Context: an optimization exercise on an open-source flow, tuned for small area and a short achievable clock period. The choices shown serve that exercise and are no tape-out recipe. At most, simulation tests tie the RTL to the original design; equivalence was not proved. Function not checked in run 1: the RTL went through the layout flow alone.

## flow/design.v (module list and top-level ports; edited modules follow where they fit)
// module ROTATING_VECTORING: 5479 lines
// module addc0: 20 lines
// module sub01: 23 lines
module ROTATING_VECTORING(clk,xi,yi,xf,yf);
  // ...
==> flow/flow/run.sh <==
#!/bin/bash
# Own layout flow: the standard ORFS flow, with timing repair aimed at a
# slack margin below the clock period and stronger port buffers.
set -euo pipefail
export SETUP_SLACK_MARGIN=8.6
export BUFFER_PORTS_ARGS="-buffer_cell sky130_fd_sc_hd__buf_2"
export CTS_ARGS="-sink_clustering_enable -repair_clock_nets -dont_use_dummy_load -sink_clustering_size 12 -sink_clustering_max_diameter 50 -buf_list {sky130_fd_sc_hd__clkbuf_4 sky130_fd_sc_hd__clkbuf_8}"
bash standard.sh > standard_flow.log 2>&1
==> flow/standard.sh <==
#!/bin/bash
# synth_recipe.tcl (not shown) runs the flow's synth.tcl, then flattens the netlist and writes it again
# the make line also repeats each setting of config.mk as NAME=value (left out here)
make -C /OpenROAD-flow-scripts/flow DESIGN_CONFIG=/design/flow/config.mk WORK_HOME=/design/flow/orfs CLKGATE_MAP_FILE= SYNTH_SCRIPT=/design/flow/synth_recipe.tcl "${@:-finish}"
==> flow/config.mk <==
export PLATFORM = sky130hd
export DESIGN_NAME = ROTATING_VECTORING
export DESIGN_NICKNAME = ROTATING_VECTORING
export VERILOG_FILES = /design/flow/design.v
export SDC_FILE = /design/flow/constraint.sdc
export NUM_CORES = 4
export LEC_CHECK = 0
export CAP_MARGIN = 20
export CORE_MARGIN = 2
export CORE_UTILIZATION = 40
export SLEW_MARGIN = 20
export SYNTH_HIERARCHICAL = 1
==> flow/constraint.sdc <==
create_clock -name core_clock -period 12.0 [get_ports {clk}]
set_input_delay 2.4000 -clock core_clock [delete_from_list [all_inputs] [get_ports {clk}]]
set_output_delay 2.4000 -clock core_clock [all_outputs]
set_load 0.01 [all_outputs]
==> run summary, run 1 <==
Avg Inst Size Synth 9.412 um^2; R2R cell count 12; final hold violations 0; status no timing/DRC/antenna violations; antenna violations before repair 1; Total GRT Usage 15.88%; Final Max Tran Viols 0; most common library cells after synthesis 501 x dfxtp_1, 457 x ha_1, 438 x xnor2_1; # setup viols final 0; CP max stage delay 0.31 ns; wire length on met1 33.23 mm; DR top layer met4; Reg clk slew, reported paths 0.07 ns; Synth area leaders dfxtp_1 29%, ha_1 16%, xnor2_1 11%; Non-Clock Buffer Count 102; Residual DRC 0; mux share of post-synthesis cell area 1.465%; Seq area share 26.10%; Levels on crit path 1; worst-case clock buffer depth 3; tapcell count 1155; Slew @ Worst Pin 0.9170 ns; Max Cap Viol 0; fin crit period 3.498 ns; Layout Cells excl Fill 4945; Crit Path Category reg -> out; CP Data Required Time 9.60 ns; GR peak layer met2; Cell Area, Synth 0.03493 mm^2; I/O Buffers 64; final core occ 44.53%; met1 global-route usage 19.96%; most frequent cell after synthesis dfxtp_1; worst-path cell chain buf_2
==> inputs of run 2 (changes only) <==
--- a/flow/design.v
+++ b/flow/design.v
@@ -2035,21 +2035,23 @@
   reg vs6;
   always @(posedge clk) vs6 <= vy6n[15];
   reg vd1_0, vd1_1;
   always @(posedge clk) begin vd1_0 <= n0; vd1_1 <= vy0[15]; end
   reg vd2_0, vd2_1, vd2_2;
   always @(posedge clk) begin vd2_0 <= vd1_0; vd2_1 <= vd1_1; vd2_2 <= vy1[15]; end
   reg vd3_0, vd3_1, vd3_2, vd3_3;
   always @(posedge clk) begin vd3_0 <= vd2_0; vd3_1 <= vd2_1; vd3_2 <= vd2_2; vd3_3 <= vy2[15]; end
-  wire [14:0] vp4n = (vd3_0 ? (vd3_1 ? (vd3_2 ? (vd3_3 ? (vy3[15] ? 15'd23136 : 15'd23852) : (vy3[15] ? 15'd24562 : 15'd25278)) : (vd3_3 ? (vy3[15] ? 15'd25944 : 15'd26660) : (vy3[15] ? 15'd27370 : 15'd28086))) : (vd3_2 ? (vd3_3 ? (vy3[15] ? 15'd28450 : 15'd29166) : (vy3[15] ? 15'd29876 : 15'd30592)) : (vd3_3 ? (vy3[15] ? 15'd31258 : 15'd31974) : (vy3[15] ? 15'd32684 : 15'd632)))) : (vd3_1 ? (vd3_2 ? (vd3_3 ? (vy3[15] ? 15'd32136 : 15'd84) : (vy3[15] ? 15'd794 : 15'd1510)) : (vd3_3 ? (vy3[15] ? 15'd2176 : 15'd2892) : (vy3[15] ? 15'd3602 : 15'd4318))) : (vd3_2 ? (vd3_3 ? (vy3[15] ? 15'd4682 : 15'd5398) : (vy3[15] ? 15'd6108 : 15'd6824)) : (vd3_3 ? (vy3[15] ? 15'd7490 : 15'd8206) : (vy3[15] ? 15'd8916 : 15'd9632)))));
-  reg [14:0] vp4;
-  always @(posedge clk) vp4 <= vp4n;
-  wire [14:0] ca1_a = vp4;
-  wire [14:0] ca1_b = 15'd32589;
+  reg vd4_0, vd4_1, vd4_2, vd4_3, vd4_4;
+  always @(posedge clk) begin vd4_0 <= vd3_0; vd4_1 <= vd3_1; vd4_2 <= vd3_2; vd4_3 <= vd3_3; vd4_4 <= vy3[15]; end
+  wire [14:0] vp5n = (vd4_0 ? (vd4_1 ? (vd4_2 ? (vd4_3 ? (vd4_4 ? (vy4[15] ? 15'd22957 : 15'd23315) : (vy4[15] ? 15'd23673 : 15'd24031)) : (vd4_4 ? (vy4[15] ? 15'd24383 : 15'd24741) : (vy4[15] ? 15'd25099 : 15'd25457))) : (vd4_3 ? (vd4_4 ? (vy4[15] ? 15'd25765 : 15'd26123) : (vy4[15] ? 15'd26481 : 15'd26839)) : (vd4_4 ? (vy4[15] ? 15'd27191 : 15'd27549) : (vy4[15] ? 15'd27907 : 15'd28265)))) : (vd4_2 ? (vd4_3 ? (vd4_4 ? (vy4[15] ? 15'd28271 : 15'd28629) : (vy4[15] ? 15'd28987 : 15'd29345)) : (vd4_4 ? (vy4[15] ? 15'd29697 : 15'd30055) : (vy4[15] ? 15'd30413 : 15'd30771))) : (vd4_3 ? (vd4_4 ? (vy4[15] ? 15'd31079 : 15'd31437) : (vy4[15] ? 15'd31795 : 15'd32153)) : (vd4_4 ? (vy4[15] ? 15'd32505 : 15'd95) : (vy4[15] ? 15'd453 : 15'd811))))) : (vd4_1 ? (vd4_2 ? (vd4_3 ? (vd4_4 ? (vy4[15] ? 15'd31957 : 15'd32315) : (vy4[15] ? 15'd32673 : 15'd263)) : (vd4_4 ? (vy4[15] ? 15'd615 : 15'd973) : (vy4[15] ? 15'd1331 : 15'd1689))) : (vd4_3 ? (vd4_4 ? (vy4[15] ? 15'd1997 : 15'd2355) : (vy4[15] ? 15'd2713 : 15'd3071)) : (vd4_4 ? (vy4[15] ? 15'd3423 : 15'd3781) : (vy4[15] ? 15'd4139 : 15'd4497)))) : (vd4_2 ? (vd4_3 ? (vd4_4 ? (vy4[15] ? 15'd4503 : 15'd4861) : (vy4[15] ? 15'd5219 : 15'd5577)) : (vd4_4 ? (vy4[15] ? 15'd5929 : 15'd6287) : (vy4[15] ? 15'd6645 : 15'd7003))) : (vd4_3 ? (vd4_4 ? (vy4[15] ? 15'd7311 : 15'd7669) : (vy4[15] ? 15'd8027 : 15'd8385)) : (vd4_4 ? (vy4[15] ? 15'd8737 : 15'd9095) : (vy4[15] ? 15'd9453 : 15'd9811))))));
+  reg [14:0] vp5;
+  always @(posedge clk) vp5 <= vp5n;
+  wire [14:0] ca1_a = vp5;
+  wire [14:0] ca1_b = 15'd32679;
   wire [15:0] ca1_g0 = {ca1_a & ca1_b, 1'b0};
   wire [15:0] ca1_p0 = {ca1_a ^ ca1_b, 1'b0};
   wire [15:0] ca1_g1, ca1_p1;
   assign ca1_g1[0] = ca1_g0[0];
   assign ca1_p1[0] = ca1_p0[0];
   assign ca1_g1[1] = ca1_g0[1] | (ca1_p0[1] & ca1_g0[0]);
   assign ca1_p1[1] = ca1_p0[1] & ca1_p0[0];
   assign ca1_g1[2] = ca1_g0[2];
@@ -2175,18 +2177,18 @@
   assign ca1_p4[12] = ca1_p3[12] & ca1_p3[7];
   assign ca1_g4[13] = ca1_g3[13] | (ca1_p3[13] & ca1_g3[7]);
   assign ca1_p4[13] = ca1_p3[13] & ca1_p3[7];
   assign ca1_g4[14] = ca1_g3[14] | (ca1_p3[14] & ca1_g3[7]);
   assign ca1_p4[14] = ca1_p3[14] & ca1_p3[7];
   assign ca1_g4[15] = ca1_g3[15] | (ca1_p3[15] & ca1_g3[7]);
   assign ca1_p4[15] = ca1_p3[15] & ca1_p3[7];
   wire [14:0] ca1 = ca1_a ^ ca1_b ^ ca1_g4[14:0];
-  wire [14:0] ca2_a = vp4;
-  wire [14:0] ca2_b = 15'd179;
+  wire [14:0] ca2_a = vp5;
+  wire [14:0] ca2_b = 15'd89;
   wire [15:0] ca2_g0 = {ca2_a & ca2_b, 1'b0};
   wire [15:0] ca2_p0 = {ca2_a ^ ca2_b, 1'b0};
   wire [15:0] ca2_g1, ca2_p1;
   assign ca2_g1[0] = ca2_g0[0];
   assign ca2_p1[0] = ca2_p0[0];
   assign ca2_g1[1] = ca2_g0[1] | (ca2_p0[1] & ca2_g0[0]);
   assign ca2_p1[1] = ca2_p0[1] & ca2_p0[0];
   assign ca2_g1[2] = ca2_g0[2];
@@ -2312,20 +2314,20 @@
   assign ca2_p4[12] = ca2_p3[12] & ca2_p3[7];
   assign ca2_g4[13] = ca2_g3[13] | (ca2_p3[13] & ca2_g3[7]);
   assign ca2_p4[13] = ca2_p3[13] & ca2_p3[7];
   assign ca2_g4[14] = ca2_g3[14] | (ca2_p3[14] & ca2_g3[7]);
   assign ca2_p4[14] = ca2_p3[14] & ca2_p3[7];
   assign ca2_g4[15] = ca2_g3[15] | (ca2_p3[15] & ca2_g3[7]);
   assign ca2_p4[15] = ca2_p3[15] & ca2_p3[7];
   wire [14:0] ca2 = ca2_a ^ ca2_b ^ ca2_g4[14:0];
-  reg [14:0] vp5;
-  always @(posedge clk) vp5 <= vy4[15] ? ca1 : ca2;
-  wire [14:0] ca3_a = vp5;
-  wire [14:0] ca3_b = 15'd32679;
+  reg [14:0] vp6;
+  always @(posedge clk) vp6 <= vy5[15] ? ca1 : ca2;
+  wire [14:0] ca3_a = vp6;
+  wire [14:0] ca3_b = 15'd32724;
   wire [15:0] ca3_g0 = {ca3_a & ca3_b, 1'b0};
   wire [15:0] ca3_p0 = {ca3_a ^ ca3_b, 1'b0};
   wire [15:0] ca3_g1, ca3_p1;
   assign ca3_g1[0] = ca3_g0[0];
   assign ca3_p1[0] = ca3_p0[0];
   assign ca3_g1[1] = ca3_g0[1] | (ca3_p0[1] & ca3_g0[0]);
   assign ca3_p1[1] = ca3_p0[1] & ca3_p0[0];
   assign ca3_g1[2] = ca3_g0[2];
@@ -2451,18 +2453,18 @@
   assign ca3_p4[12] = ca3_p3[12] & ca3_p3[7];
   assign ca3_g4[13] = ca3_g3[13] | (ca3_p3[13] & ca3_g3[7]);
   assign ca3_p4[13] = ca3_p3[13] & ca3_p3[7];
   assign ca3_g4[14] = ca3_g3[14] | (ca3_p3[14] & ca3_g3[7]);
   assign ca3_p4[14] = ca3_p3[14] & ca3_p3[7];
   assign ca3_g4[15] = ca3_g3[15] | (ca3_p3[15] & ca3_g3[7]);
   assign ca3_p4[15] = ca3_p3[15] & ca3_p3[7];
   wire [14:0] ca3 = ca3_a ^ ca3_b ^ ca3_g4[14:0];
-  wire [14:0] ca4_a = vp5;
-  wire [14:0] ca4_b = 15'd89;
+  wire [14:0] ca4_a = vp6;
+  wire [14:0] ca4_b = 15'd44;
   wire [15:0] ca4_g0 = {ca4_a & ca4_b, 1'b0};
   wire [15:0] ca4_p0 = {ca4_a ^ ca4_b, 1'b0};
   wire [15:0] ca4_g1, ca4_p1;
   assign ca4_g1[0] = ca4_g0[0];
   assign ca4_p1[0] = ca4_p0[0];
   assign ca4_g1[1] = ca4_g0[1] | (ca4_p0[1] & ca4_g0[0]);
   assign ca4_p1[1] = ca4_p0[1] & ca4_p0[0];
   assign ca4_g1[2] = ca4_g0[2];
@@ -2588,293 +2590,17 @@
   assign ca4_p4[12] = ca4_p3[12] & ca4_p3[7];
   assign ca4_g4[13] = ca4_g3[13] | (ca4_p3[13] & ca4_g3[7]);
   assign ca4_p4[13] = ca4_p3[13] & ca4_p3[7];
   assign ca4_g4[14] = ca4_g3[14] | (ca4_p3[14] & ca4_g3[7]);
   assign ca4_p4[14] = ca4_p3[14] & ca4_p3[7];
   assign ca4_g4[15] = ca4_g3[15] | (ca4_p3[15] & ca4_g3[7]);
   assign ca4_p4[15] = ca4_p3[15] & ca4_p3[7];
   wire [14:0] ca4 = ca4_a ^ ca4_b ^ ca4_g4[14:0];
-  reg [14:0] vp6;
-  always @(posedge clk) vp6 <= vy5[15] ? ca3 : ca4;
-  wire [14:0] ca5_a = vp6;
-  wire [14:0] ca5_b = 15'd32724;
-  wire [15:0] ca5_g0 = {ca5_a & ca5_b, 1'b0};
-  wire [15:0] ca5_p0 = {ca5_a ^ ca5_b, 1'b0};
-  wire [15:0] ca5_g1, ca5_p1;
-  assign ca5_g1[0] = ca5_g0[0];
-  assign ca5_p1[0] = ca5_p0[0];
-  assign ca5_g1[1] = ca5_g0[1] | (ca5_p0[1] & ca5_g0[0]);
-  assign ca5_p1[1] = ca5_p0[1] & ca5_p0[0];
-  assign ca5_g1[2] = ca5_g0[2];
-  assign ca5_p1[2] = ca5_p0[2];
-  assign ca5_g1[3] = ca5_g0[3] | (ca5_p0[3] & ca5_g0[2]);
-  assign ca5_p1[3] = ca5_p0[3] & ca5_p0[2];
-  assign ca5_g1[4] = ca5_g0[4];
-  assign ca5_p1[4] = ca5_p0[4];
-  assign ca5_g1[5] = ca5_g0[5] | (ca5_p0[5] & ca5_g0[4]);
-  assign ca5_p1[5] = ca5_p0[5] & ca5_p0[4];
-  assign ca5_g1[6] = ca5_g0[6];
-  assign ca5_p1[6] = ca5_p0[6];
-  assign ca5_g1[7] = ca5_g0[7] | (ca5_p0[7] & ca5_g0[6]);
-  assign ca5_p1[7] = ca5_p0[7] & ca5_p0[6];
-  assign ca5_g1[8] = ca5_g0[8];
-  assign ca5_p1[8] = ca5_p0[8];
-  assign ca5_g1[9] = ca5_g0[9] | (ca5_p0[9] & ca5_g0[8]);
-  assign ca5_p1[9] = ca5_p0[9] & ca5_p0[8];
-  assign ca5_g1[10] = ca5_g0[10];
-  assign ca5_p1[10] = ca5_p0[10];
-  assign ca5_g1[11] = ca5_g0[11] | (ca5_p0[11] & ca5_g0[10]);
-  assign ca5_p1[11] = ca5_p0[11] & ca5_p0[10];
-  assign ca5_g1[12] = ca5_g0[12];
-  assign ca5_p1[12] = ca5_p0[12];
-  assign ca5_g1[13] = ca5_g0[13] | (ca5_p0[13] & ca5_g0[12]);
-  assign ca5_p1[13] = ca5_p0[13] & ca5_p0[12];
-  assign ca5_g1[14] = ca5_g0[14];
-  assign ca5_p1[14] = ca5_p0[14];
-  assign ca5_g1[15] = ca5_g0[15] | (ca5_p0[15] & ca5_g0[14]);
-  assign ca5_p1[15] = ca5_p0[15] & ca5_p0[14];
-  wire [15:0] ca5_g2, ca5_p2;
-  assign ca5_g2[0] = ca5_g1[0];
-  assign ca5_p2[0] = ca5_p1[0];
-  assign ca5_g2[1] = ca5_g1[1];
-  assign ca5_p2[1] = ca5_p1[1];
-  assign ca5_g2[2] = ca5_g1[2] | (ca5_p1[2] & ca5_g1[1]);
-  assign ca5_p2[2] = ca5_p1[2] & ca5_p1[1];
-  assign ca5_g2[3] = ca5_g1[3] | (ca5_p1[3] & ca5_g1[1]);
-  assign ca5_p2[3] = ca5_p1[3] & ca5_p1[1];
-  assign ca5_g2[4] = ca5_g1[4];
-  assign ca5_p2[4] = ca5_p1[4];
-  assign ca5_g2[5] = ca5_g1[5];
-  assign ca5_p2[5] = ca5_p1[5];
-  assign ca5_g2[6] = ca5_g1[6] | (ca5_p1[6] & ca5_g1[5]);
-  assign ca5_p2[6] = ca5_p1[6] & ca5_p1[5];
-  assign ca5_g2[7] = ca5_g1[7] | (ca5_p1[7] & ca5_g1[5]);
-  assign ca5_p2[7] = ca5_p1[7] & ca5_p1[5];
-  assign ca5_g2[8] = ca5_g1[8];
-  assign ca5_p2[8] = ca5_p1[8];
-  assign ca5_g2[9] = ca5_g1[9];
-  assign ca5_p2[9] = ca5_p1[9];
-  assign ca5_g2[10] = ca5_g1[10] | (ca5_p1[10] & ca5_g1[9]);
-  assign ca5_p2[10] = ca5_p1[10] & ca5_p1[9];
-  assign ca5_g2[11] = ca5_g1[11] | (ca5_p1[11] & ca5_g1[9]);
-  assign ca5_p2[11] = ca5_p1[11] & ca5_p1[9];
-  assign ca5_g2[12] = ca5_g1[12];
-  assign ca5_p2[12] = ca5_p1[12];
-  assign ca5_g2[13] = ca5_g1[13];
-  assign ca5_p2[13] = ca5_p1[13];
-  assign ca5_g2[14] = ca5_g1[14] | (ca5_p1[14] & ca5_g1[13]);
-  assign ca5_p2[14] = ca5_p1[14] & ca5_p1[13];
-  assign ca5_g2[15] = ca5_g1[15] | (ca5_p1[15] & ca5_g1[13]);
-  assign ca5_p2[15] = ca5_p1[15] & ca5_p1[13];
-  wire [15:0] ca5_g3, ca5_p3;
-  assign ca5_g3[0] = ca5_g2[0];
-  assign ca5_p3[0] = ca5_p2[0];
-  assign ca5_g3[1] = ca5_g2[1];
-  assign ca5_p3[1] = ca5_p2[1];
-  assign ca5_g3[2] = ca5_g2[2];
-  assign ca5_p3[2] = ca5_p2[2];
-  assign ca5_g3[3] = ca5_g2[3];
-  assign ca5_p3[3] = ca5_p2[3];
-  assign ca5_g3[4] = ca5_g2[4] | (ca5_p2[4] & ca5_g2[3]);
-  assign ca5_p3[4] = ca5_p2[4] & ca5_p2[3];
-  assign ca5_g3[5] = ca5_g2[5] | (ca5_p2[5] & ca5_g2[3]);
-  assign ca5_p3[5] = ca5_p2[5] & ca5_p2[3];
-  assign ca5_g3[6] = ca5_g2[6] | (ca5_p2[6] & ca5_g2[3]);
-  assign ca5_p3[6] = ca5_p2[6] & ca5_p2[3];
-  assign ca5_g3[7] = ca5_g2[7] | (ca5_p2[7] & ca5_g2[3]);
-  assign ca5_p3[7] = ca5_p2[7] & ca5_p2[3];
-  assign ca5_g3[8] = ca5_g2[8];
-  assign ca5_p3[8] = ca5_p2[8];
-  assign ca5_g3[9] = ca5_g2[9];
-  assign ca5_p3[9] = ca5_p2[9];
-  assign ca5_g3[10] = ca5_g2[10];
-  assign ca5_p3[10] = ca5_p2[10];
-  assign ca5_g3[11] = ca5_g2[11];
-  assign ca5_p3[11] = ca5_p2[11];
-  assign ca5_g3[12] = ca5_g2[12] | (ca5_p2[12] & ca5_g2[11]);
-  assign ca5_p3[12] = ca5_p2[12] & ca5_p2[11];
-  assign ca5_g3[13] = ca5_g2[13] | (ca5_p2[13] & ca5_g2[11]);
-  assign ca5_p3[13] = ca5_p2[13] & ca5_p2[11];
-  assign ca5_g3[14] = ca5_g2[14] | (ca5_p2[14] & ca5_g2[11]);
-  assign ca5_p3[14] = ca5_p2[14] & ca5_p2[11];
-  assign ca5_g3[15] = ca5_g2[15] | (ca5_p2[15] & ca5_g2[11]);
-  assign ca5_p3[15] = ca5_p2[15] & ca5_p2[11];
-  wire [15:0] ca5_g4, ca5_p4;
-  assign ca5_g4[0] = ca5_g3[0];
-  assign ca5_p4[0] = ca5_p3[0];
-  assign ca5_g4[1] = ca5_g3[1];
-  assign ca5_p4[1] = ca5_p3[1];
-  assign ca5_g4[2] = ca5_g3[2];
-  assign ca5_p4[2] = ca5_p3[2];
-  assign ca5_g4[3] = ca5_g3[3];
-  assign ca5_p4[3] = ca5_p3[3];
-  assign ca5_g4[4] = ca5_g3[4];
-  assign ca5_p4[4] = ca5_p3[4];
-  assign ca5_g4[5] = ca5_g3[5];
-  assign ca5_p4[5] = ca5_p3[5];
-  assign ca5_g4[6] = ca5_g3[6];
-  assign ca5_p4[6] = ca5_p3[6];
-  assign ca5_g4[7] = ca5_g3[7];
-  assign ca5_p4[7] = ca5_p3[7];
-  assign ca5_g4[8] = ca5_g3[8] | (ca5_p3[8] & ca5_g3[7]);
-  assign ca5_p4[8] = ca5_p3[8] & ca5_p3[7];
-  assign ca5_g4[9] = ca5_g3[9] | (ca5_p3[9] & ca5_g3[7]);
-  assign ca5_p4[9] = ca5_p3[9] & ca5_p3[7];
-  assign ca5_g4[10] = ca5_g3[10] | (ca5_p3[10] & ca5_g3[7]);
-  assign ca5_p4[10] = ca5_p3[10] & ca5_p3[7];
-  assign ca5_g4[11] = ca5_g3[11] | (ca5_p3[11] & ca5_g3[7]);
-  assign ca5_p4[11] = ca5_p3[11] & ca5_p3[7];
-  assign ca5_g4[12] = ca5_g3[12] | (ca5_p3[12] & ca5_g3[7]);
-  assign ca5_p4[12] = ca5_p3[12] & ca5_p3[7];
-  assign ca5_g4[13] = ca5_g3[13] | (ca5_p3[13] & ca5_g3[7]);
-  assign ca5_p4[13] = ca5_p3[13] & ca5_p3[7];
-  assign ca5_g4[14] = ca5_g3[14] | (ca5_p3[14] & ca5_g3[7]);
-  assign ca5_p4[14] = ca5_p3[14] & ca5_p3[7];
-  assign ca5_g4[15] = ca5_g3[15] | (ca5_p3[15] & ca5_g3[7]);
-  assign ca5_p4[15] = ca5_p3[15] & ca5_p3[7];
-  wire [14:0] ca5 = ca5_a ^ ca5_b ^ ca5_g4[14:0];
-  wire [14:0] ca6_a = vp6;
-  wire [14:0] ca6_b = 15'd44;
-  wire [15:0] ca6_g0 = {ca6_a & ca6_b, 1'b0};
-  wire [15:0] ca6_p0 = {ca6_a ^ ca6_b, 1'b0};
-  wire [15:0] ca6_g1, ca6_p1;
-  assign ca6_g1[0] = ca6_g0[0];
-  assign ca6_p1[0] = ca6_p0[0];
-  assign ca6_g1[1] = ca6_g0[1] | (ca6_p0[1] & ca6_g0[0]);
-  assign ca6_p1[1] = ca6_p0[1] & ca6_p0[0];
-  assign ca6_g1[2] = ca6_g0[2];
-  assign ca6_p1[2] = ca6_p0[2];
-  assign ca6_g1[3] = ca6_g0[3] | (ca6_p0[3] & ca6_g0[2]);
-  assign ca6_p1[3] = ca6_p0[3] & ca6_p0[2];
-  assign ca6_g1[4] = ca6_g0[4];
-  assign ca6_p1[4] = ca6_p0[4];
-  assign ca6_g1[5] = ca6_g0[5] | (ca6_p0[5] & ca6_g0[4]);
-  assign ca6_p1[5] = ca6_p0[5] & ca6_p0[4];
-  assign ca6_g1[6] = ca6_g0[6];
-  assign ca6_p1[6] = ca6_p0[6];
-  assign ca6_g1[7] = ca6_g0[7] | (ca6_p0[7] & ca6_g0[6]);
-  assign ca6_p1[7] = ca6_p0[7] & ca6_p0[6];
-  assign ca6_g1[8] = ca6_g0[8];
-  assign ca6_p1[8] = ca6_p0[8];
-  assign ca6_g1[9] = ca6_g0[9] | (ca6_p0[9] & ca6_g0[8]);
-  assign ca6_p1[9] = ca6_p0[9] & ca6_p0[8];
-  assign ca6_g1[10] = ca6_g0[10];
-  assign ca6_p1[10] = ca6_p0[10];
-  assign ca6_g1[11] = ca6_g0[11] | (ca6_p0[11] & ca6_g0[10]);
-  assign ca6_p1[11] = ca6_p0[11] & ca6_p0[10];
-  assign ca6_g1[12] = ca6_g0[12];
-  assign ca6_p1[12] = ca6_p0[12];
-  assign ca6_g1[13] = ca6_g0[13] | (ca6_p0[13] & ca6_g0[12]);
-  assign ca6_p1[13] = ca6_p0[13] & ca6_p0[12];
-  assign ca6_g1[14] = ca6_g0[14];
-  assign ca6_p1[14] = ca6_p0[14];
-  assign ca6_g1[15] = ca6_g0[15] | (ca6_p0[15] & ca6_g0[14]);
-  assign ca6_p1[15] = ca6_p0[15] & ca6_p0[14];
-  wire [15:0] ca6_g2, ca6_p2;
-  assign ca6_g2[0] = ca6_g1[0];
-  assign ca6_p2[0] = ca6_p1[0];
-  assign ca6_g2[1] = ca6_g1[1];
-  assign ca6_p2[1] = ca6_p1[1];
-  assign ca6_g2[2] = ca6_g1[2] | (ca6_p1[2] & ca6_g1[1]);
-  assign ca6_p2[2] = ca6_p1[2] & ca6_p1[1];
-  assign ca6_g2[3] = ca6_g1[3] | (ca6_p1[3] & ca6_g1[1]);
-  assign ca6_p2[3] = ca6_p1[3] & ca6_p1[1];
-  assign ca6_g2[4] = ca6_g1[4];
-  assign ca6_p2[4] = ca6_p1[4];
-  assign ca6_g2[5] = ca6_g1[5];
-  assign ca6_p2[5] = ca6_p1[5];
-  assign ca6_g2[6] = ca6_g1[6] | (ca6_p1[6] & ca6_g1[5]);
-  assign ca6_p2[6] = ca6_p1[6] & ca6_p1[5];
-  assign ca6_g2[7] = ca6_g1[7] | (ca6_p1[7] & ca6_g1[5]);
-  assign ca6_p2[7] = ca6_p1[7] & ca6_p1[5];
-  assign ca6_g2[8] = ca6_g1[8];
-  assign ca6_p2[8] = ca6_p1[8];
-  assign ca6_g2[9] = ca6_g1[9];
-  assign ca6_p2[9] = ca6_p1[9];
-  assign ca6_g2[10] = ca6_g1[10] | (ca6_p1[10] & ca6_g1[9]);
-  assign ca6_p2[10] = ca6_p1[10] & ca6_p1[9];
-  assign ca6_g2[11] = ca6_g1[11] | (ca6_p1[11] & ca6_g1[9]);
-  assign ca6_p2[11] = ca6_p1[11] & ca6_p1[9];
-  assign ca6_g2[12] = ca6_g1[12];
-  assign ca6_p2[12] = ca6_p1[12];
-  assign ca6_g2[13] = ca6_g1[13];
-  assign ca6_p2[13] = ca6_p1[13];
-  assign ca6_g2[14] = ca6_g1[14] | (ca6_p1[14] & ca6_g1[13]);
-  assign ca6_p2[14] = ca6_p1[14] & ca6_p1[13];
-  assign ca6_g2[15] = ca6_g1[15] | (ca6_p1[15] & ca6_g1[13]);
-  assign ca6_p2[15] = ca6_p1[15] & ca6_p1[13];
-  wire [15:0] ca6_g3, ca6_p3;
-  assign ca6_g3[0] = ca6_g2[0];
-  assign ca6_p3[0] = ca6_p2[0];
-  assign ca6_g3[1] = ca6_g2[1];
-  assign ca6_p3[1] = ca6_p2[1];
-  assign ca6_g3[2] = ca6_g2[2];
-  assign ca6_p3[2] = ca6_p2[2];
-  assign ca6_g3[3] = ca6_g2[3];
-  assign ca6_p3[3] = ca6_p2[3];
-  assign ca6_g3[4] = ca6_g2[4] | (ca6_p2[4] & ca6_g2[3]);
-  assign ca6_p3[4] = ca6_p2[4] & ca6_p2[3];
-  assign ca6_g3[5] = ca6_g2[5] | (ca6_p2[5] & ca6_g2[3]);
-  assign ca6_p3[5] = ca6_p2[5] & ca6_p2[3];
-  assign ca6_g3[6] = ca6_g2[6] | (ca6_p2[6] & ca6_g2[3]);
-  assign ca6_p3[6] = ca6_p2[6] & ca6_p2[3];
-  assign ca6_g3[7] = ca6_g2[7] | (ca6_p2[7] & ca6_g2[3]);
-  assign ca6_p3[7] = ca6_p2[7] & ca6_p2[3];
-  assign ca6_g3[8] = ca6_g2[8];
-  assign ca6_p3[8] = ca6_p2[8];
-  assign ca6_g3[9] = ca6_g2[9];
-  assign ca6_p3[9] = ca6_p2[9];
-  assign ca6_g3[10] = ca6_g2[10];
-  assign ca6_p3[10] = ca6_p2[10];
-  assign ca6_g3[11] = ca6_g2[11];
-  assign ca6_p3[11] = ca6_p2[11];
-  assign ca6_g3[12] = ca6_g2[12] | (ca6_p2[12] & ca6_g2[11]);
-  assign ca6_p3[12] = ca6_p2[12] & ca6_p2[11];
-  assign ca6_g3[13] = ca6_g2[13] | (ca6_p2[13] & ca6_g2[11]);
-  assign ca6_p3[13] = ca6_p2[13] & ca6_p2[11];
-  assign ca6_g3[14] = ca6_g2[14] | (ca6_p2[14] & ca6_g2[11]);
-  assign ca6_p3[14] = ca6_p2[14] & ca6_p2[11];
-  assign ca6_g3[15] = ca6_g2[15] | (ca6_p2[15] & ca6_g2[11]);
-  assign ca6_p3[15] = ca6_p2[15] & ca6_p2[11];
-  wire [15:0] ca6_g4, ca6_p4;
-  assign ca6_g4[0] = ca6_g3[0];
-  assign ca6_p4[0] = ca6_p3[0];
-  assign ca6_g4[1] = ca6_g3[1];
-  assign ca6_p4[1] = ca6_p3[1];
-  assign ca6_g4[2] = ca6_g3[2];
-  assign ca6_p4[2] = ca6_p3[2];
-  assign ca6_g4[3] = ca6_g3[3];
-  assign ca6_p4[3] = ca6_p3[3];
-  assign ca6_g4[4] = ca6_g3[4];
-  assign ca6_p4[4] = ca6_p3[4];
-  assign ca6_g4[5] = ca6_g3[5];
-  assign ca6_p4[5] = ca6_p3[5];
-  assign ca6_g4[6] = ca6_g3[6];
-  assign ca6_p4[6] = ca6_p3[6];
-  assign ca6_g4[7] = ca6_g3[7];
-  assign ca6_p4[7] = ca6_p3[7];
-  assign ca6_g4[8] = ca6_g3[8] | (ca6_p3[8] & ca6_g3[7]);
-  assign ca6_p4[8] = ca6_p3[8] & ca6_p3[7];
-  assign ca6_g4[9] = ca6_g3[9] | (ca6_p3[9] & ca6_g3[7]);
-  assign ca6_p4[9] = ca6_p3[9] & ca6_p3[7];
-  assign ca6_g4[10] = ca6_g3[10] | (ca6_p3[10] & ca6_g3[7]);
-  assign ca6_p4[10] = ca6_p3[10] & ca6_p3[7];
-  assign ca6_g4[11] = ca6_g3[11] | (ca6_p3[11] & ca6_g3[7]);
-  assign ca6_p4[11] = ca6_p3[11] & ca6_p3[7];
-  assign ca6_g4[12] = ca6_g3[12] | (ca6_p3[12] & ca6_g3[7]);
-  assign ca6_p4[12] = ca6_p3[12] & ca6_p3[7];
-  assign ca6_g4[13] = ca6_g3[13] | (ca6_p3[13] & ca6_g3[7]);
-  assign ca6_p4[13] = ca6_p3[13] & ca6_p3[7];
-  assign ca6_g4[14] = ca6_g3[14] | (ca6_p3[14] & ca6_g3[7]);
-  assign ca6_p4[14] = ca6_p3[14] & ca6_p3[7];
-  assign ca6_g4[15] = ca6_g3[15] | (ca6_p3[15] & ca6_g3[7]);
-  assign ca6_p4[15] = ca6_p3[15] & ca6_p3[7];
-  wire [14:0] ca6 = ca6_a ^ ca6_b ^ ca6_g4[14:0];
-  wire [14:0] thn = vs6 ? ca5 : ca6;   
+  wire [14:0] thn = vs6 ? ca3 : ca4;   
   wire [15:0] rx0 = a0, ry0 = b0;
   reg [7:1] cw;
   wire [9:0] rn0 = 10'd140;
   wire [9:0] rn1 = (cw[1] ? 10'd58 : 10'd224);
   reg rb1_1;
   always @(posedge clk) begin rb1_1 <= cw[1]; end
   wire [9:0] rn2 = (rb1_1 ? (cw[2] ? 10'd14 : 10'd101) : (cw[2] ? 10'd180 : 10'd268));
   reg rb2_1, rb2_2;
==> run 2 against run 1 <==
Against the previous run: cell count increased by 1.9%; non-clock buffer count decreased by 5; die area decreased by 0.55%; first-iteration DRC count increased by 29%; still clean on timing, DRC and antenna; register-to-register slack improved by 0.19 ns; wire length increased by 1.4%; clock skew increased by 0.041 ns; highest routed layer unchanged.
==> run summary, run 2 <==
pre-CTS setup slack 7.725 ns (was 7.633 ns); Seq cells post-synth 492 (was 501); Ports 65 (unchanged); TritonCTS Buffers 66 (was 67); CP Data Required Time 9.60 ns (about the same); Bufs and invs on worst path 1 (unchanged); drt pass-1 iters 5 (unchanged); fraction of layout cells with a size suffix above 1 8.967% (was 10.69%); most common library cells after synthesis 492 x dfxtp_1, 451 x ha_1, 433 x xnor2_1 (was 501 x dfxtp_1, 457 x ha_1, 438 x xnor2_1); Placement Cell Area 0.03665 mm^2 (was 0.03690 mm^2); Residual DRC 0 (unchanged); Crit Path Category reg -> out (unchanged); I/O Buffers 64 (unchanged); # hold bufs at CTS 0 (unchanged); Reg clk slew, reported paths 0.08 ns (was 0.07 ns); fraction of registers with async set/reset 0% (unchanged); post-synthesis simple-gate area fraction 11.84% (was 10.06%); sequential area share after synthesis 28.36% (was 28.71%); relative slew slack 42.90% (was 38.78%); largest family of logic cells by synthesized area adder cells (unchanged); P&R area growth vs syn 9.902% (was 10.41%); first-pass GRT wire length 120.5 mm (was 119.2 mm); Main synth FF type dfxtp_1 (unchanged); met3 Track Usage GR 1.832% (was 1.877%); Starting DRT DRC Count 1085 (was 840); worst-path cell chain buf_6 (was buf_2); Initial Util 40.23% (was 40.33%); Period Utilization, post-route 29.07% (was 29.15%); worst-case clock buffer depth 3 (unchanged); most frequent cell after synthesis dfxtp_1 (unchanged); area leader, netlist dfxtp_1 (unchanged); status no timing/DRC/antenna violations (unchanged); Slew @ Worst Pin 0.8553 ns (was 0.9170 ns); antenna violations before repair 1 (unchanged); die area 0.08921 mm^2 (was 0.08970 mm^2); antenna-violating nets left 0 (unchanged); GR peak layer met2 (unchanged); EDFF count, synth 0 (unchanged); gpl congestion 0.8791 (was 0.8417); XOR/XNOR share of the synthesized area 16.72% (was 16.30%); post-synth top area share 28.36% (was 28.71%); CP Max Fanout 1 (unchanged); startpoint types flip-flop (unchanged); Max Cap Viol 0 (unchanged); CP max stage delay 0.33 ns (was 0.31 ns); Synth Instances 3815 (was 3711); Avg Inst Size Synth 9.105 um^2 (was 9.412 um^2); CTS tree done (unchanged); fin crit period 3.489 ns (was 3.498 ns); commonest non-fill, non-tap cell in the layout dfxtp_1 (unchanged); Fmax 286.7 MHz (was 285.8 MHz); mux share of post-synthesis cell area 1.405% (was 1.465%); Cell Area, Synth 0.03473 mm^2 (was 0.03493 mm^2); Avg WL per Cell 14.27 um (was 14.34 um); distinct cell type count after synthesis 104 (was 98); YS warnings 7 (unchanged); fin nets 4465 (was 4378); Worst path slowest cell dfxtp_2 (was dfxtp_1); # setup viols final 0 (unchanged); total wire length 71.89 mm (was 70.91 mm); fin area 0.03817 mm^2 (was 0.03857 mm^2); Synth area leaders dfxtp_1 28%, ha_1 16%, xnor2_1 11% (was dfxtp_1 29%, ha_1 16%, xnor2_1 11%); core region area 0.08635 mm^2 (was 0.08662 mm^2); final hold violations 0 (unchanged); most frequent cells in the layout 462 x dfxtp_1, 433 x xnor2_1, 428 x ha_1, 371 x inv_1, 246 x nor2_1 (was 477 x dfxtp_1, 437 x xnor2_1, 433 x ha_1, 369 x inv_1, 266 x nor2_1); GRT Residual Overflow 0 (unchanged); largest net degree at the start of global routing 43 (was 37); met2 usage 27.31% (was 27.88%); vias per cell 4.916 (was 4.910); Core Rows 108 (unchanged); Synth Area in Compound Gates 14.06% (was 15.86%); HP Class reg -> reg (unchanged); Worst-Skew Late Latency 0.69 ns (was 0.66 ns); CP Capture Type output pin (unchanged); Total GRT Usage 16.19% (was 15.88%); WP data arrival 1.09 ns (was 1.10 ns); vias in the first global route 24440 (was 24480); Vias 24760 (was 24280); CTS Sinks 492 (was 501); FILL cells 8365 (was 8385); Die H 298.7 um (was 299.5 um); die extent in x 298.7 um (was 299.5 um); Post-DP HPWL 58.00 mm (was 57.16 mm); setup slack after layout 8.511 ns (was 8.502 ns); Final Max Tran Viols 0 (unchanged); setup_tns 0 ns (unchanged); # H-tree levels 3 (unchanged); RSZ-0062 raised after global routing true (unchanged); met1 global-route usage 21.32% (was 19.96%); Adder-Cell Fraction of Synth Area 22.08% (was 22.22%); clk_skew 0.1182 ns (was 0.07720 ns); Clock Tree Root clkbuf_8 (unchanged); crit-path leading delay family flip-flops (unchanged)
[run 2: logic make-up after synthesis]
family / count (synthesis)
simple gates: 830
compound gates: 745
xor+xnor: 660
fa+ha+maj: 555
flops: 492
buf+inv: 484
mux: 47
other cells: 2
[run 2: modules after synthesis (local to each module, per instance)]
module              cell area [um^2]  cells inside  flip-flops and latches  times used
addc0                          867.1           113                       0           1
sub01                           1267           162                       0           1
ROTATING_VECTORING             32600          3540                     492           1
[run 2: per-stage QoR]
| stage | util (%) | cells | hold slack [ns] |
|---|---|---|---|
| floorplan | - | 3817 | 0.3096 |
| global placement | 42.45 | 4953 | 0.3107 |
| detailed placement | 42.45 | 4953 | 0.3121 |
| CTS | 43.73 | 5022 | 0.2858 |
| global route | 44.21 | 5037 | 0.2912 |
| finish | 44.21 | 5037 | 0.2945 |
[run 2: final cells by class]
type                    count  area, um^2  share of cell area (%)
clock buffers              66       908.4                   2.380
multi-input cells        2841       23610                   61.86
flip-flops and latches    492        9894                   25.92
well taps                1155        1445                   3.786
diodes                      1       2.502                0.006555
repair buffers             97       792.0                   2.075
inverters                 385        1519                   3.979
[run 2: timing repair]
| item | in CTS | in global routing |
|---|---|---|
| setup buffers | 3 | 13 |
| gates resized for setup | 48 | 68 |
| pin swaps | 2 | 11 |
| cloned | 0 | 1 |
| setup endpoints to repair | 70 | 74 |
[run 2: worst paths after layout]
kind         startpoint  cells past startpoint  endpoint  slack, ns
min reg2reg       vd3_0                      0     vd4_0       0.29
max             ry7r[4]                      1     yf[4]       8.51
max reg2reg          n0                     12  vx1r[15]       8.76
min               vd3_0                      0     vd4_0       0.29
[run 2: routing by layer]
layer	up-vias	routed length, um
met5	-	0
met4	0	2235
met3	133	2002
met2	328	33040
met1	11220	34610
li1	13090	-
==> inputs of run 3 (changes only) <==
==> flow/flow/run.sh (replaced) <==
#!/bin/bash
# Own layout flow: the standard ORFS flow, with timing repair aimed at a
# slack margin below the clock period and stronger port buffers.
set -euo pipefail
export SETUP_SLACK_MARGIN=8.8
export BUFFER_PORTS_ARGS="-buffer_cell sky130_fd_sc_hd__buf_2"
export CTS_ARGS="-sink_clustering_enable -repair_clock_nets -dont_use_dummy_load -sink_clustering_size 12 -sink_clustering_max_diameter 50 -buf_list {sky130_fd_sc_hd__clkbuf_4 sky130_fd_sc_hd__clkbuf_8}"
bash standard.sh > standard_flow.log 2>&1
==> run 3 against run 2 <==
Against the previous run: first-iteration DRC count fell by 1.1%; cell count is 1.4% higher; largest cell class unchanged; sequential share of layout area fell by 0.87 points; utilization is 1.6 points higher; wire length grew 3.7%; still clean on timing, DRC and antenna; design area rose by 3.6%; maximum frequency rose by 0.32%; clock-buffer cell count is 2 higher; highest routed layer unchanged.
==> run summary, run 3 <==
Period Utilization, post-route 28.98% (was 29.07%); Fin Hold WS 0.3290 ns (was 0.2945 ns); largest net degree at the start of global routing 43 (unchanged); Worst path slowest cell dfxtp_2 (unchanged); vias in the first global route 25030 (was 24440); vias per cell 4.933 (was 4.916); HP Class reg -> reg (unchanged); mux share of post-synthesis cell area 1.405% (unchanged); total wire length 74.58 mm (was 71.89 mm); Fmax 287.6 MHz (was 286.7 MHz); worst-path cell chain buf_6 (unchanged); CP Capture Type output pin (unchanged); Clock Tree Root clkbuf_8 (unchanged); Bufs and invs on worst path 1 (unchanged); Avg WL per Cell 14.60 um (was 14.27 um); WP data arrival 1.08 ns (was 1.09 ns); CP Data Required Time 9.60 ns (about the same); met1 global-route usage 21.45% (was 21.32%); CTS tree done (unchanged); I/O Buffers 64 (unchanged); fraction of registers with async set/reset 0% (unchanged); Placement Cell Area 0.03668 mm^2 (was 0.03665 mm^2); antenna-violating nets left 0 (unchanged); fin nets 4534 (was 4465); Core Rows 108 (unchanged); GRT Residual Overflow 0 (unchanged); Crit Path Category reg -> out (unchanged); met2 usage 28.64% (was 27.31%); YS warnings 7 (unchanged); # setup viols final 0 (unchanged); status no timing/DRC/antenna violations (unchanged); Worst-Skew Late Latency 0.67 ns (was 0.69 ns); Avg Inst Size Synth 9.105 um^2 (unchanged); CP max stage delay 0.32 ns (was 0.33 ns); Final Max Tran Viols 0 (unchanged); Die H 298.7 um (unchanged); GR peak layer met2 (unchanged); Ports 65 (unchanged); final hold violations 0 (unchanged); die extent in x 298.7 um (unchanged); die area 0.08921 mm^2 (unchanged); fin area 0.03954 mm^2 (was 0.03817 mm^2); area leader, netlist dfxtp_1 (unchanged); XOR/XNOR share of the synthesized area 16.72% (unchanged); Initial Util 40.23% (unchanged); fin crit period 3.478 ns (was 3.489 ns); core region area 0.08635 mm^2 (unchanged); gpl congestion 0.8779 (was 0.8791); Synth Area in Compound Gates 14.06% (unchanged); Total GRT Usage 16.62% (was 16.19%); commonest non-fill, non-tap cell in the layout dfxtp_1 (unchanged); most common library cells after synthesis 492 x dfxtp_1, 451 x ha_1, 433 x xnor2_1 (unchanged); crit-path leading delay family flip-flops (unchanged); first-pass GRT wire length 123.8 mm (was 120.5 mm); Vias 25190 (was 24760); fraction of layout cells with a size suffix above 1 12.86% (was 8.967%); worst-case clock buffer depth 3 (unchanged); Max Cap Viol 0 (unchanged); RSZ-0062 raised after global routing true (unchanged); setup_tns 0 ns (unchanged); CTS Sinks 492 (unchanged); Residual DRC 0 (unchanged); met3 Track Usage GR 2.137% (was 1.832%); antenna violations before repair 1 (unchanged); most frequent cell after synthesis dfxtp_1 (unchanged); Synth Instances 3815 (unchanged); CP Max Fanout 1 (unchanged); P&R area growth vs syn 13.82% (was 9.902%); drt pass-1 iters 7 (was 5); post-synth top area share 28.36% (unchanged); Slew @ Worst Pin 0.8836 ns (was 0.8553 ns); relative slew slack 41.01% (was 42.90%); # H-tree levels 3 (unchanged); Starting DRT DRC Count 1073 (was 1085); Cell Area, Synth 0.03473 mm^2 (unchanged); Seq cells post-synth 492 (unchanged); sequential area share after synthesis 28.36% (unchanged); Main synth FF type dfxtp_1 (unchanged); post-synthesis simple-gate area fraction 11.84% (unchanged); distinct cell type count after synthesis 104 (unchanged); largest family of logic cells by synthesized area adder cells (unchanged); clk_skew 0.09691 ns (was 0.1182 ns); TritonCTS Buffers 68 (was 66); startpoint types flip-flop (unchanged); most frequent cells in the layout 457 x dfxtp_1, 428 x xnor2_1, 420 x ha_1, 369 x inv_1, 246 x nor2_1 (was 462 x dfxtp_1, 433 x xnor2_1, 428 x ha_1, 371 x inv_1, 246 x nor2_1); EDFF count, synth 0 (unchanged); Reg clk slew, reported paths 0.07 ns (was 0.08 ns); # hold bufs at CTS 0 (unchanged); Post-DP HPWL 58.30 mm (was 58.00 mm); Synth area leaders dfxtp_1 28%, ha_1 16%, xnor2_1 11% (unchanged); Adder-Cell Fraction of Synth Area 22.08% (unchanged)
run 3: cell counts after synthesis:
Identical to the previous run, type by type.
run 3: final timing paths:
path             from       to  slack (ns)  cells past startpoint
min             vd1_0    vd2_0        0.33                      0
min reg2reg     vd1_0    vd2_0        0.33                      0
max          ry7r[12]   yf[12]        8.52                      1
max reg2reg   ry6r[2]  rx7r[8]        8.81                     11
run 3: final cells by class:
type / instances / area (um^2)
diodes: 2 / 5.005
fillers: 8333 / 46810
well taps: 1155 / 1445
flip-flops and latches: 492 / 9903
multi-input cells: 2841 / 24200
inverters: 385 / 1530
clock buffers: 68 / 935.9
repair buffers: 164 / 1518
run 3: kinds of logic (layout without fill, tap and decap cells):
logic type                 after synthesis  count (layout)
AOI/OAI and AO/OA                      745             745
buffers and inverters                  484             617
muxes                                   47              47
xor gates and xnor gates               660             660
and+or+nand+nor                        830             830
DFF                                    492             492
adders and majority gates              555             555
other                                    2               6
run 3: stage by stage:
| stage | setup WS, ns | utilization [%] | cells |
|---|---|---|---|
| 3_5_place_dp | 7.829 | 42.48 | 4955 |
| 3_3_place_gp | 7.845 | 42.48 | 4955 |
| 5_1_grt | 8.462 | 45.79 | 5107 |
| 6_report | 8.522 | 45.79 | 5107 |
| 4_1_cts | 8.448 | 44.51 | 5057 |
| 2_1_floorplan | 8.293 | - | 3817 |
run 3: what timing repair did:
action | CTS | global route
endpoints found under the setup margin | 118 | 115
cloned | 4 | 1
buffers inserted | 30 | 47
resized for setup | 114 | 155
pin swaps | 30 | 78
run 3: Yosys stat by module, one instance, submodules excluded:
module              area [um^2]  flip-flops and latches
ROTATING_VECTORING        32600                     492
sub01                      1267                       0
addc0                     867.1                       0
run 3: per-layer routing:
metal	wire, um	share of wire [%]
met1	35280	47
met2	35000	47
met3	2182	2.9
met4	2121	2.8
met5	0	0
==> inputs of run 4 (changes only) <==
==> flow/flow/run.sh (replaced) <==
#!/bin/bash
# Own layout flow: the standard ORFS flow, with timing repair aimed at a
# slack margin below the clock period and stronger port buffers.
set -euo pipefail
export SETUP_SLACK_MARGIN=8.6
export BUFFER_PORTS_ARGS="-buffer_cell sky130_fd_sc_hd__buf_2"
export CTS_ARGS="-sink_clustering_enable -repair_clock_nets -dont_use_dummy_load -sink_clustering_size 12 -sink_clustering_max_diameter 50 -buf_list {sky130_fd_sc_hd__clkbuf_4 sky130_fd_sc_hd__clkbuf_8}"
bash standard.sh > standard_flow.log 2>&1
--- a/flow/config.mk
+++ b/flow/config.mk
@@ -8,5 +8,6 @@
 export CAP_MARGIN = 20
 export CORE_MARGIN = 2
 export CORE_UTILIZATION = 40
+export PLACE_DENSITY = 0.9
 export SLEW_MARGIN = 20
 export SYNTH_HIERARCHICAL = 1
==> run 4 against run 3 <==
Against the previous run: largest cell class unchanged; highest routed layer unchanged; still clean; die area unchanged; critical path depth unchanged; synthesized cell count unchanged; critical path type unchanged.
==> run summary, run 4 <==
most common library cells after synthesis 492 x dfxtp_1, 451 x ha_1, 433 x xnor2_1 (unchanged); post-synth top area share 28.36% (unchanged); XOR/XNOR share of the synthesized area 16.72% (unchanged); Core Rows 108 (unchanged); Clock Tree Root clkbuf_8 (unchanged); fin area 0.03799 mm^2 (was 0.03954 mm^2); Ports 65 (unchanged); startpoint types flip-flop (unchanged); # setup viols final 0 (unchanged); Cell Area, Synth 0.03473 mm^2 (unchanged); Slew @ Worst Pin 1.086 ns (was 0.8836 ns); Reg clk slew, reported paths 0.07 ns (about the same); gpl congestion 0.9119 (was 0.8779); most frequent cells in the layout 466 x dfxtp_1, 432 x xnor2_1, 429 x ha_1, 371 x inv_1, 247 x nor2_1 (was 457 x dfxtp_1, 428 x xnor2_1, 420 x ha_1, 369 x inv_1, 246 x nor2_1); Synth area leaders dfxtp_1 28%, ha_1 16%, xnor2_1 11% (unchanged); commonest non-fill, non-tap cell in the layout dfxtp_1 (unchanged); setup slack after layout 8.467 ns (was 8.522 ns); R2R cell count 12 (was 11); total wire length 73.61 mm (was 74.58 mm); antenna violations before repair 1 (unchanged); pre-CTS setup slack 7.742 ns (was 7.829 ns); WHS Endpoint vd4_1 (was vd2_0); fraction of layout cells with a size suffix above 1 8.710% (was 12.86%); clk_skew 0.1315 ns (was 0.09691 ns); Starting DRT DRC Count 1510 (was 1073); Synth Instances 3815 (unchanged); area leader, netlist dfxtp_1 (unchanged); first-pass GRT wire length 122.4 mm (was 123.8 mm); # H-tree levels 2 (was 3); fin crit period 3.533 ns (was 3.478 ns); largest family of logic cells by synthesized area adder cells (unchanged); antenna-violating nets left 0 (unchanged); Fmax 283.0 MHz (was 287.6 MHz); core region area 0.08635 mm^2 (unchanged); # hold bufs at CTS 0 (unchanged); reg2reg setup slack 8.71 ns (was 8.81 ns); reg2reg start rx6r[4] (was ry6r[2]); worst-path cell chain buf_6 (unchanged); post-synthesis simple-gate area fraction 11.84% (unchanged); Crit Path Category reg -> out (unchanged); Vias 26150 (was 25190); Synth Area in Compound Gates 14.06% (unchanged); Seq cells post-synth 492 (unchanged); Bufs and invs on worst path 1 (unchanged); CP Data Required Time 9.60 ns (about the same); status no timing/DRC/antenna violations (unchanged); Initial Util 40.23% (unchanged); Worst-Skew Late Latency 0.71 ns (was 0.67 ns); Worst path slowest cell dfxtp_2 (unchanged); Main synth FF type dfxtp_1 (unchanged); distinct cell type count after synthesis 104 (unchanged); CP Max Fanout 1 (unchanged); YS warnings 7 (unchanged); fraction of registers with async set/reset 0% (unchanged); RSZ-0062 raised after global routing true (unchanged); Avg WL per Cell 14.65 um (was 14.60 um); die extent in x 298.7 um (unchanged); Total GRT Usage 16.04% (was 16.62%); CTS Sinks 492 (unchanged); CP Capture Type output pin (unchanged); crit-path leading delay family flip-flops (unchanged); most frequent cell after synthesis dfxtp_1 (unchanged); WP data arrival 1.13 ns (was 1.08 ns); Max Cap Viol 0 (unchanged); TritonCTS Buffers 59 (was 68); largest net degree at the start of global routing 43 (unchanged); worst reg2reg endpoint ry7r[15] (was rx7r[8]); Final Max Tran Viols 0 (unchanged); setup_tns 0 ns (unchanged); HP Class reg -> reg (unchanged); Placement Cell Area 0.03664 mm^2 (was 0.03668 mm^2); I/O Buffers 64 (unchanged); CP max stage delay 0.33 ns (was 0.32 ns); Residual DRC 0 (unchanged); Die H 298.7 um (unchanged); Post-DP HPWL 57.98 mm (was 58.30 mm); Hold Path Cell Cnt 0 (unchanged); CTS tree done (unchanged); Avg Inst Size Synth 9.105 um^2 (unchanged); drt pass-1 iters 5 (was 7); worst-case clock buffer depth 3 (unchanged); Adder-Cell Fraction of Synth Area 22.08% (unchanged); Period Utilization, post-route 29.45% (was 28.98%); source of the worst hold timing path vd3_1 (was vd1_0); EDFF count, synth 0 (unchanged); fin nets 4453 (was 4534); GRT Residual Overflow 0 (unchanged); vias per cell 5.204 (was 4.933); mux share of post-synthesis cell area 1.405% (unchanged); vias in the first global route 26500 (was 25030); relative slew slack 27.50% (was 41.01%); sequential area share after synthesis 28.36% (unchanged); P&R area growth vs syn 9.376% (was 13.82%); die area 0.08921 mm^2 (unchanged); final hold violations 0 (unchanged)
## run 4: changes by cell type in the layout (fill, tap and decap cells not counted), sizes merged, moves of 2 or more
cell      change
clkbuf       -13
buf          -64
bufbuf        -4
clkinv        +2
clkinvlp      -3
## run 4: layout make-up
cell class	instances	area, um^2
fillers	7763	48360
well taps	1155	1445
multi-input cells	2841	23630
clock buffers	59	812.0
flip-flops and latches	492	9887
repair buffers	92	700.7
inverters	385	1519
diodes	1	2.502
## run 4: metal layers
metal / up-vias / global-route usage (%) / part of all wire, %
met5: - / 0 / 0
met4: 0 / 6.712 / 3.7
met3: 200 / 2.152 / 4.1
met2: 629 / 29.51 / 50
met1: 12250 / 18.56 / 42
li1: 13070 / - / -
## run 4: how the worst max path moves through the flow
stage,slack [ns],cells past startpoint,from,endpoint
after global routing,8.41,1,ry7r[0],yf[0]
final,8.47,1,ry7r[0],yf[0]
after floorplan,8.29,8,yi[0],a0[8]
after detailed placement,7.74,12,n0,vy1r[12]
after global placement,7.83,12,n0,vy1r[12]
after CTS,8.42,1,rx7r[10],xf[10]
## run 4: repair_timing
item / 4_1_cts / 5_1_grt
cloned: 0 / 1
setup buffers: 3 / 10
pin swaps: 1 / 10
endpoints found under the setup margin: 64 / 84
resized for setup: 44 / 70
endpoints found under the hold margin: 0 / 0
## run 4: logic make-up after synthesis
kind of cell / after synthesis
compound gates: 745
xor+xnor: 660
fa+ha+maj: 555
buf+inv: 484
flops: 492
mux: 47
other cells: 2
simple gates: 830
## run 4: through the flow
| step | utilization, % | cells | hold slack (ns) |
|---|---|---|---|
| after detailed placement | 42.43 | 4951 | 0.3121 |
| after floorplan | - | 3817 | 0.3096 |
| final | 44.00 | 5025 | 0.2789 |
| after CTS | 43.57 | 5013 | 0.2535 |
| after global placement | 42.43 | 4951 | 0.3105 |
| after global routing | 44.00 | 5025 | 0.2958 |
## run 4: per-module statistics from Yosys, one instance, submodules excluded
| module | flops+latches | cells |
|---|---|---|
| sub01 | 0 | 162 |
| ROTATING_VECTORING | 492 | 3540 |
| addc0 | 0 | 113 |
==> inputs of run 5 (changes only) <==
--- a/flow/config.mk
+++ b/flow/config.mk
@@ -8,6 +8,6 @@
 export CAP_MARGIN = 20
 export CORE_MARGIN = 2
 export CORE_UTILIZATION = 40
-export PLACE_DENSITY = 0.9
+export PLACE_DENSITY = 0.75
 export SLEW_MARGIN = 20
 export SYNTH_HIERARCHICAL = 1
==> run 5 against run 4 <==
Against the previous run: still clean on timing, DRC and antenna; first-iteration DRC count is 21% lower; die area stayed put; register-to-register slack worse by 0.05 ns; largest cell class unchanged.
==> run summary, run 5 <==
Core Rows 108 (unchanged); WP data arrival 1.10 ns (was 1.13 ns); Post-DP HPWL 55.88 mm (was 57.98 mm); vias per cell 5.023 (was 5.204); worst reg2reg endpoint cw[7] (was ry7r[15]); setup_tns 0 ns (unchanged); Initial Util 40.23% (unchanged); core region area 0.08635 mm^2 (unchanged); YS warnings 7 (unchanged); Worst path slowest cell dfxtp_2 (unchanged); clk_skew 0.09181 ns (was 0.1315 ns); setup slack after layout 8.497 ns (was 8.467 ns); Starting DRT DRC Count 1196 (was 1510); Worst Setup SP ry7r[8] (was ry7r[0]); Crit Path Category reg -> out (unchanged); startpoint types flip-flop (unchanged); drt pass-1 iters 7 (was 5); met1 global-route usage 19.31% (was 18.56%); post-synth top area share 28.36% (unchanged); Levels on crit path 1 (unchanged); met2 usage 26.95% (was 29.51%); most frequent cell after synthesis dfxtp_1 (unchanged); fraction of layout cells with a size suffix above 1 8.370% (was 8.710%); CP max stage delay 0.33 ns (about the same); Cell Area, Synth 0.03473 mm^2 (unchanged); Reg clk slew, reported paths 0.07 ns (about the same); Bufs and invs on worst path 1 (unchanged); relative slew slack 33.67% (was 27.50%); Vias 25250 (was 26150); CP Data Required Time 9.60 ns (about the same); Seq cells post-synth 492 (unchanged); CTS Sinks 492 (unchanged); crit-path leading delay family flip-flops (unchanged); Avg WL per Cell 13.74 um (was 14.65 um); # setup viols final 0 (unchanged); fin nets 4455 (was 4453); XOR/XNOR share of the synthesized area 16.72% (unchanged); Die H 298.7 um (unchanged); gpl congestion 0.8951 (was 0.9119); WHS Endpoint vd4_2 (was vd4_1); post-synthesis simple-gate area fraction 11.84% (unchanged); met3 Track Usage GR 1.992% (was 2.152%); antenna-violating nets left 0 (unchanged); HP Class reg -> reg (unchanged); antenna violations before repair 1 (unchanged); Max Cap Viol 0 (unchanged); fraction of registers with async set/reset 0% (unchanged); Hold Path Cell Cnt 0 (unchanged); final hold violations 0 (unchanged); mux share of post-synthesis cell area 1.405% (unchanged); R2R cell count 13 (was 12); distinct cell type count after synthesis 104 (unchanged); P&R area growth vs syn 9.218% (was 9.376%); Main synth FF type dfxtp_1 (unchanged); worst-case clock buffer depth 3 (unchanged); pre-CTS setup slack 7.769 ns (was 7.742 ns); Avg Inst Size Synth 9.105 um^2 (unchanged); worst-path cell chain buf_6 (unchanged); most frequent cells in the layout 473 x dfxtp_1, 432 x xnor2_1, 430 x ha_1, 371 x inv_1, 247 x nor2_1 (was 466 x dfxtp_1, 432 x xnor2_1, 429 x ha_1, 371 x inv_1, 247 x nor2_1); final core occ 43.93% (was 44.00%); CP Capture Type output pin (unchanged); reg2reg setup slack 8.66 ns (was 8.71 ns); Clock Tree Root clkbuf_8 (unchanged); Synth area leaders dfxtp_1 28%, ha_1 16%, xnor2_1 11% (unchanged); Total GRT Usage 15.39% (was 16.04%); # hold bufs at CTS 0 (unchanged); Synth Area in Compound Gates 14.06% (unchanged); source of the worst hold timing path vd3_2 (was vd3_1); # H-tree levels 2 (unchanged); first-pass GRT wire length 117.4 mm (was 122.4 mm); reg2reg start cw[6] (was rx6r[4]); Fmax 285.5 MHz (was 283.0 MHz); EDFF count, synth 0 (unchanged); Ports 65 (unchanged); commonest non-fill, non-tap cell in the layout dfxtp_1 (unchanged); GR peak layer met2 (unchanged); Slew @ Worst Pin 0.9879 ns (was 1.086 ns); largest net degree at the start of global routing 43 (unchanged); vias in the first global route 25210 (was 26500); I/O Buffers 64 (unchanged); TritonCTS Buffers 61 (was 59); total wire length 69.06 mm (was 73.61 mm); most common library cells after synthesis 492 x dfxtp_1, 451 x ha_1, 433 x xnor2_1 (unchanged); Synth Instances 3815 (unchanged); Period Utilization, post-route 29.19% (was 29.45%); sequential area share after synthesis 28.36% (unchanged); Adder-Cell Fraction of Synth Area 22.08% (unchanged); Worst-Skew Late Latency 0.68 ns (was 0.71 ns); die area 0.08921 mm^2 (unchanged); area leader, netlist dfxtp_1 (unchanged); fin crit period 3.503 ns (was 3.533 ns); Residual DRC 0 (unchanged); RSZ-0062 raised after global routing true (unchanged); largest family of logic cells by synthesized area adder cells (unchanged); Final Max Tran Viols 0 (unchanged); die extent in x 298.7 um (unchanged); CTS tree done (unchanged); CP Max Fanout 1 (unchanged); GRT Residual Overflow 0 (unchanged); status no timing/DRC/antenna violations (unchanged)
## run 5: layout make-up
type	count	area, um^2
fillers	8196	48410
diodes	1	2.502
clock buffers	61	839.6
repair buffers	92	680.7
inverters	385	1519
flip-flops and latches	492	9881
multi-input cells	2841	23570
well taps	1155	1445
## run 5: cell families (layout without fill, tap and decap cells)
| logic type | Yosys count | in the layout |
|---|---|---|
| mux | 47 | 47 |
| xor+xnor | 660 | 660 |
| compound gates | 745 | 745 |
| buf+inv | 484 | 538 |
| other cells | 2 | 5 |
| fa+ha+maj | 555 | 555 |
| flops | 492 | 492 |
| simple gates | 830 | 830 |
## run 5: Yosys stat by module (local to each module, per instance)
module              copies in the design  flops+latches  cells  area [um^2]
addc0                                  1              0    113        867.1
sub01                                  1              0    162         1267
ROTATING_VECTORING                     1            492   3540        32600
## run 5: worst max path at each step
stage | slack [ns] | end
after global placement | 7.81 | vy1r[12]
after floorplan | 8.29 | a0[8]
final | 8.50 | yf[8]
after detailed placement | 7.77 | vy1r[12]
after CTS | 8.43 | yf[8]
after global routing | 8.39 | cw[7]
## run 5: metrics by stage
step | cell area [um^2] | hold slack (ns) | cells
final | 37940 | 0.3284 | 5027
after global routing | 37940 | 0.3169 | 5027
after CTS | 37670 | 0.3199 | 5016
after detailed placement | 36640 | 0.3121 | 4951
after global placement | 36640 | 0.3103 | 4951
after floorplan | 35250 | 0.3096 | 3817
## run 5: per-layer routing
| layer | vias up | wire length (um) |
|---|---|---|
| met5 | - | 0 |
| met4 | 0 | 2242 |
| met3 | 158 | 2427 |
| met2 | 456 | 32810 |
| met1 | 11570 | 31570 |
| li1 | 13070 | - |
## run 5: timing repair
item,in CTS,in global routing
endpoints found under the setup margin,68,93
gates resized for setup,42,47
buffers inserted,4,9
pin swaps,2,7
gates cloned,0,0

## separate check: timing with driven ports
Ports are ideal in the flow. The routed layouts listed here were re-timed in OpenROAD.
Step 1, drivers: a clkbuf_16 drives clk and a buf_2 each remaining input, both assumed.
Step 2 moves the port delays by t, midway between the first and last clock arrival at a register: inputs arrive t later, outputs are due t later. That takes back most of the time a late clock gives input paths.
a / b / c = ideal / step 1 / step 2; a / b = the first two.
run | t (ns) | setup WS [ns] | hold WS [ns] | worst setup path after step 2 | latest minus earliest clock arrival (ns)
run 1 | 0.682 | 8.502 / 8.445 / 7.954 | 0.328 / 0.328 / 0.328 | input to register | 0.080 / 0.079
run 2 | 0.686 | 8.511 / 8.450 / 7.991 | 0.294 / 0.294 / 0.294 | input to register | 0.121 / 0.121
run 3 | 0.684 | 8.522 / 8.462 / 8.006 | 0.329 / 0.329 / 0.329 | input to register | 0.101 / 0.101
run 4 | 0.706 | 8.467 / 8.404 / 7.952 | 0.279 / 0.279 / 0.279 | input to register | 0.136 / 0.136
run 5 | 0.694 | 8.497 / 8.438 / 7.995 | 0.328 / 0.328 / 0.328 | input to register | 0.095 / 0.094
After both steps every run listed still meets setup and hold. For run 1, which loses most, drivers alone change the setup slack by -0.057 ns; drivers and shift together by -0.548 ns.
